From an optimization exercise on the open Yosys and OpenROAD flow, aimed at small area; shortcuts taken in it are not production practice. Only simulation tests tie the RTL to the original design; equivalence was not proved. The clock port is modelled as an ideal driver; clocking choices that lean on that would not hold on a real chip. Power is estimated from default activity; no workload was simulated.

## spi_master
module spi_master
(
input               clk             ,
input               rst_n           ,
output              SPI4wire_SCK    ,
output              SPI4wire_CS_N   ,
output              SPI4wire_MOSI   ,
input               SPI4wire_MISO   ,
input   [15:0]      par_freq_div    ,
input   [7:0]       par_adr_sclknum ,
input   [7:0]       par_dat_sclknum ,
input               par_cpha        ,
input               par_cpol        ,
input               tx_tvalid       ,
input   [31:0]      tx_tdata        ,
output              tx_tready       ,
output              rx_tvalid       ,
output  [31:0]      rx_tdata
);
localparam IDLE = 2'd0, LEAD = 2'd1, RUN = 2'd3, FIN = 2'd2;
reg [1:0]  state;
reg        tready;
reg        sck;
reg        cs_n;
reg        rvalid;
reg [14:0] half_cnt;    
reg        half;        
reg [5:0]  bit_cnt;     
reg [31:0] shreg;
reg        mosi;
reg        flag;
wire [5:0] sclk_num = par_adr_sclknum[5:0] + par_dat_sclknum[5:0];
  ...
clock: 6.0 ns
lec_check: 0
cap_margin: 20
core_margin: 2
core_utilization: 40
slew_margin: 20
standard.sh (not shown) runs the stock make flow with config.mk's settings and CLKGATE_MAP_FILE= SYNTH_SCRIPT=/design/flow/synth_recipe.tcl, a recipe that flattens the netlist after the stock synthesis.
==> flow/flow/run.sh <==
#!/bin/bash
# Standard ORFS layout (standard.sh) with three changes:
#  - synthesis maps logic with an area-oriented ABC script (flow/area.abc);
#    everything else in the synthesis script is the standard flow's own synth_recipe.tcl
#  - port buffers use buf_1
#  - CTS without dummy loads and with larger sink clusters
set -euo pipefail
W=$PWD
{ head -1 synth_recipe.tcl
  echo "proc abc {args} { set i [lsearch \$args -script]; lset args [expr {\$i+1}] $W/flow/area.abc; yosys abc {*}\$args }"
  tail -n +2 synth_recipe.tcl; } > area_synth.tcl
export BUFFER_PORTS_ARGS="-buffer_cell sky130_fd_sc_hd__buf_1"
export CTS_ARGS="-sink_clustering_enable -repair_clock_nets -dont_use_dummy_load"
bash standard.sh SYNTH_SCRIPT=$W/area_synth.tcl finish > standard_flow.log 2>&1
==> flow/flow/area.abc <==
strash
&get -n
&fraig -x
&put
scorr
dc2
strash
dc2
dc2
&get -n
&dch -f
&nf -R 1000
&put
The starting point produced a clean layout.
Next try:
==> flow/flow/run.sh (replaced) <==
#!/bin/bash
# Standard ORFS layout (standard.sh) with these changes:
#  - synthesis maps logic with an area-oriented ABC script (flow/area.abc);
#    everything else in the synthesis script is the standard flow's own synth_recipe.tcl
#  - port buffers use buf_1
#  - CTS with clkbuf_4 only and no dummy loads; afterwards leaf buffers whose
#    flip-flops see a slow clock edge are upsized to clkbuf_8 (flow/post_cts.tcl)
set -euo pipefail
W=$PWD
{ head -1 synth_recipe.tcl
  echo "proc abc {args} { set i [lsearch \$args -script]; lset args [expr {\$i+1}] $W/flow/area.abc; yosys abc {*}\$args }"
  tail -n +2 synth_recipe.tcl; } > area_synth.tcl
export BUFFER_PORTS_ARGS="-buffer_cell sky130_fd_sc_hd__buf_1"
export CTS_ARGS="-sink_clustering_enable -repair_clock_nets -dont_use_dummy_load -buf_list {sky130_fd_sc_hd__clkbuf_4}"
export POST_CTS_TCL=$W/flow/post_cts.tcl
bash standard.sh SYNTH_SCRIPT=$W/area_synth.tcl finish > standard_flow.log 2>&1
==> flow/flow/post_cts.tcl (new file) <==
# After CTS: upsize each leaf clock buffer (one that drives flip-flops) whose
# flip-flop clock pins see a slew above the threshold, then re-legalize.
proc upsize_leaf_clock_buffers { limit_ns bigger } {
  estimate_parasitics -placement
  set n 0
  foreach inst [[ord::get_db_block] getInsts] {
    set m [[$inst getMaster] getName]
    if {![string match sky130_fd_sc_hd__clkbuf_* $m] || $m == $bigger} continue
    set net [[$inst findITerm X] getNet]
    set worst 0.0
    set flops 0
    foreach pin [get_pins -of_objects [get_nets [$net getName]]] {
      if {[get_property $pin direction] != "input"} continue
      if {[get_property $pin name] != "CLK"} continue
      incr flops
      set s [get_property $pin slew_max]
      if {$s > $worst} { set worst $s }
    }
    puts "clock buffer [$inst getName] $m drives $flops flip-flops, worst clock-pin slew $worst"
    if {$flops > 0 && $worst > $limit_ns} {
      $inst swapMaster [[ord::get_db] findMaster $bigger]
      incr n
    }
  }
  puts "upsized $n clock buffers"
  if {$n > 0} {
    detailed_placement
    estimate_parasitics -placement
  }
}
upsize_leaf_clock_buffers 0.095 sky130_fd_sc_hd__clkbuf_8
What happened:
- synthesized cell count stays the same
- worst setup slack improves by 0.069 ns
- power shrinks by about 5.4%
- area after synthesis is unchanged
- sequential power is about the same
- clock skew stays flat
Next try:
==> flow/flow/run.sh (replaced) <==
#!/bin/bash
# Standard ORFS layout (standard.sh) with three changes:
#  - synthesis maps logic with an area-oriented ABC script (flow/area.abc);
#    everything else in the synthesis script is the standard flow's own synth_recipe.tcl
#  - port buffers use buf_1
#  - CTS without dummy loads and with larger sink clusters
set -euo pipefail
W=$PWD
{ head -1 synth_recipe.tcl
  echo "proc abc {args} { set i [lsearch \$args -script]; lset args [expr {\$i+1}] $W/flow/area.abc; yosys abc {*}\$args }"
  tail -n +2 synth_recipe.tcl; } > area_synth.tcl
export BUFFER_PORTS_ARGS="-buffer_cell sky130_fd_sc_hd__buf_1"
export CTS_ARGS="-sink_clustering_enable -repair_clock_nets -dont_use_dummy_load ${CTS_EXTRA:-}"
bash standard.sh SYNTH_SCRIPT=$W/area_synth.tcl finish > standard_flow.log 2>&1
removed: flow/flow/post_cts.tcl
- The changed run went through all stages and came out clean
- synthesized cell count is unchanged
- worst setup slack got worse by 0.069 ns
- core utilization rose by 0.49 points
- via count barely changes
- clock-buffer cell count is unchanged
- fmax falls by about 1.8%
- sequential share of layout area went down by 0.44 points
- sequential power barely changes
Next try:
==> flow/flow/run.sh (replaced) <==
#!/bin/bash
# Standard ORFS layout (standard.sh) with these changes:
#  - synthesis maps logic with an area-oriented ABC script (flow/area.abc);
#    everything else in the synthesis script is the standard flow's own synth_recipe.tcl
#  - port buffers use buf_1
#  - CTS with clkbuf_4 only and no dummy loads; afterwards leaf buffers whose
#    flip-flops see a slow clock edge are upsized to clkbuf_8 (flow/post_cts.tcl)
set -euo pipefail
W=$PWD
{ head -1 synth_recipe.tcl
  echo "proc abc {args} { set i [lsearch \$args -script]; lset args [expr {\$i+1}] $W/flow/area.abc; yosys abc {*}\$args }"
  tail -n +2 synth_recipe.tcl; } > area_synth.tcl
export BUFFER_PORTS_ARGS="-buffer_cell sky130_fd_sc_hd__buf_1"
export CTS_ARGS="-sink_clustering_enable -repair_clock_nets -dont_use_dummy_load -buf_list {sky130_fd_sc_hd__clkbuf_4}"
export POST_CTS_TCL=$W/flow/post_cts.tcl
bash standard.sh SYNTH_SCRIPT=$W/area_synth.tcl finish > standard_flow.log 2>&1
==> flow/flow/post_cts.tcl (new file) <==
# After CTS: upsize each leaf clock buffer (one that drives flip-flops) whose
# flip-flop clock pins see a slew above the threshold, then re-legalize.
proc upsize_leaf_clock_buffers { limit_ns bigger } {
  estimate_parasitics -placement
  set n 0
  foreach inst [[ord::get_db_block] getInsts] {
    set m [[$inst getMaster] getName]
    if {![string match sky130_fd_sc_hd__clkbuf_* $m] || $m == $bigger} continue
    set net [[$inst findITerm X] getNet]
    set worst 0.0
    set flops 0
    foreach pin [get_pins -of_objects [get_nets [$net getName]]] {
      if {[get_property $pin direction] != "input"} continue
      if {[get_property $pin name] != "CLK"} continue
      incr flops
      set s [get_property $pin slew_max]
      if {$s > $worst} { set worst $s }
    }
    puts "clock buffer [$inst getName] $m drives $flops flip-flops, worst clock-pin slew $worst"
    if {$flops > 0 && $worst > $limit_ns} {
      $inst swapMaster [[ord::get_db] findMaster $bigger]
      incr n
    }
  }
  puts "upsized $n clock buffers"
  if {$n > 0} {
    detailed_placement
    estimate_parasitics -placement
  }
}
upsize_leaf_clock_buffers 0.095 sky130_fd_sc_hd__clkbuf_8
Settings changed: CORE_UTILIZATION 40 to 65.
=> Count of clock-buffer cells in the layout is unchanged. Worst hold slack gets worse by 0.038 ns. Final cell count is lower by 9.2%. Worst setup slack gets better by 0.096 ns. Power is lower by 5.6%.

-- afterwards: timing with drivers on the ports --
No port has a modelled driver above. Below, the same layouts with a new extraction and two added sets of constraints.
Step 1 assumes that a clkbuf_16 drives the clock port and a buf_2 every other input.
Step 2 adds t to the input delays and takes it off the output delays; t is the mean of the earliest and latest rising clock arrival at the registers after step 1. Input paths then give back, and output paths get back, about the clock's delay inside the block.
Three values: no drivers, after step 1, after step 2; two values: the first two.
| run | t, ns | setup WS [ns] | worst setup path after step 2 | clock arrival spread, ns | cell pins on the clock port's net |
|---|---|---|---|---|---|
| the first run | 0.352 | 2.230 / 2.240 / 1.888 | input to register | 0.021 / 0.021 | 1 |
| the second run | 0.408 | 2.300 / 2.304 / 1.895 | input to register | 0.021 / 0.021 | 1 |
| the third run | 0.352 | 2.230 / 2.240 / 1.888 | input to register | 0.021 / 0.021 | 1 |
| the fourth run | 0.430 | 2.327 / 2.337 / 1.906 | input to register | 0.026 / 0.027 | 1 |
After both steps setup and hold are still met in every run listed. For the fourth run, which loses most, drivers alone change the setup slack by +0.010 ns; drivers and shift together by -0.421 ns.
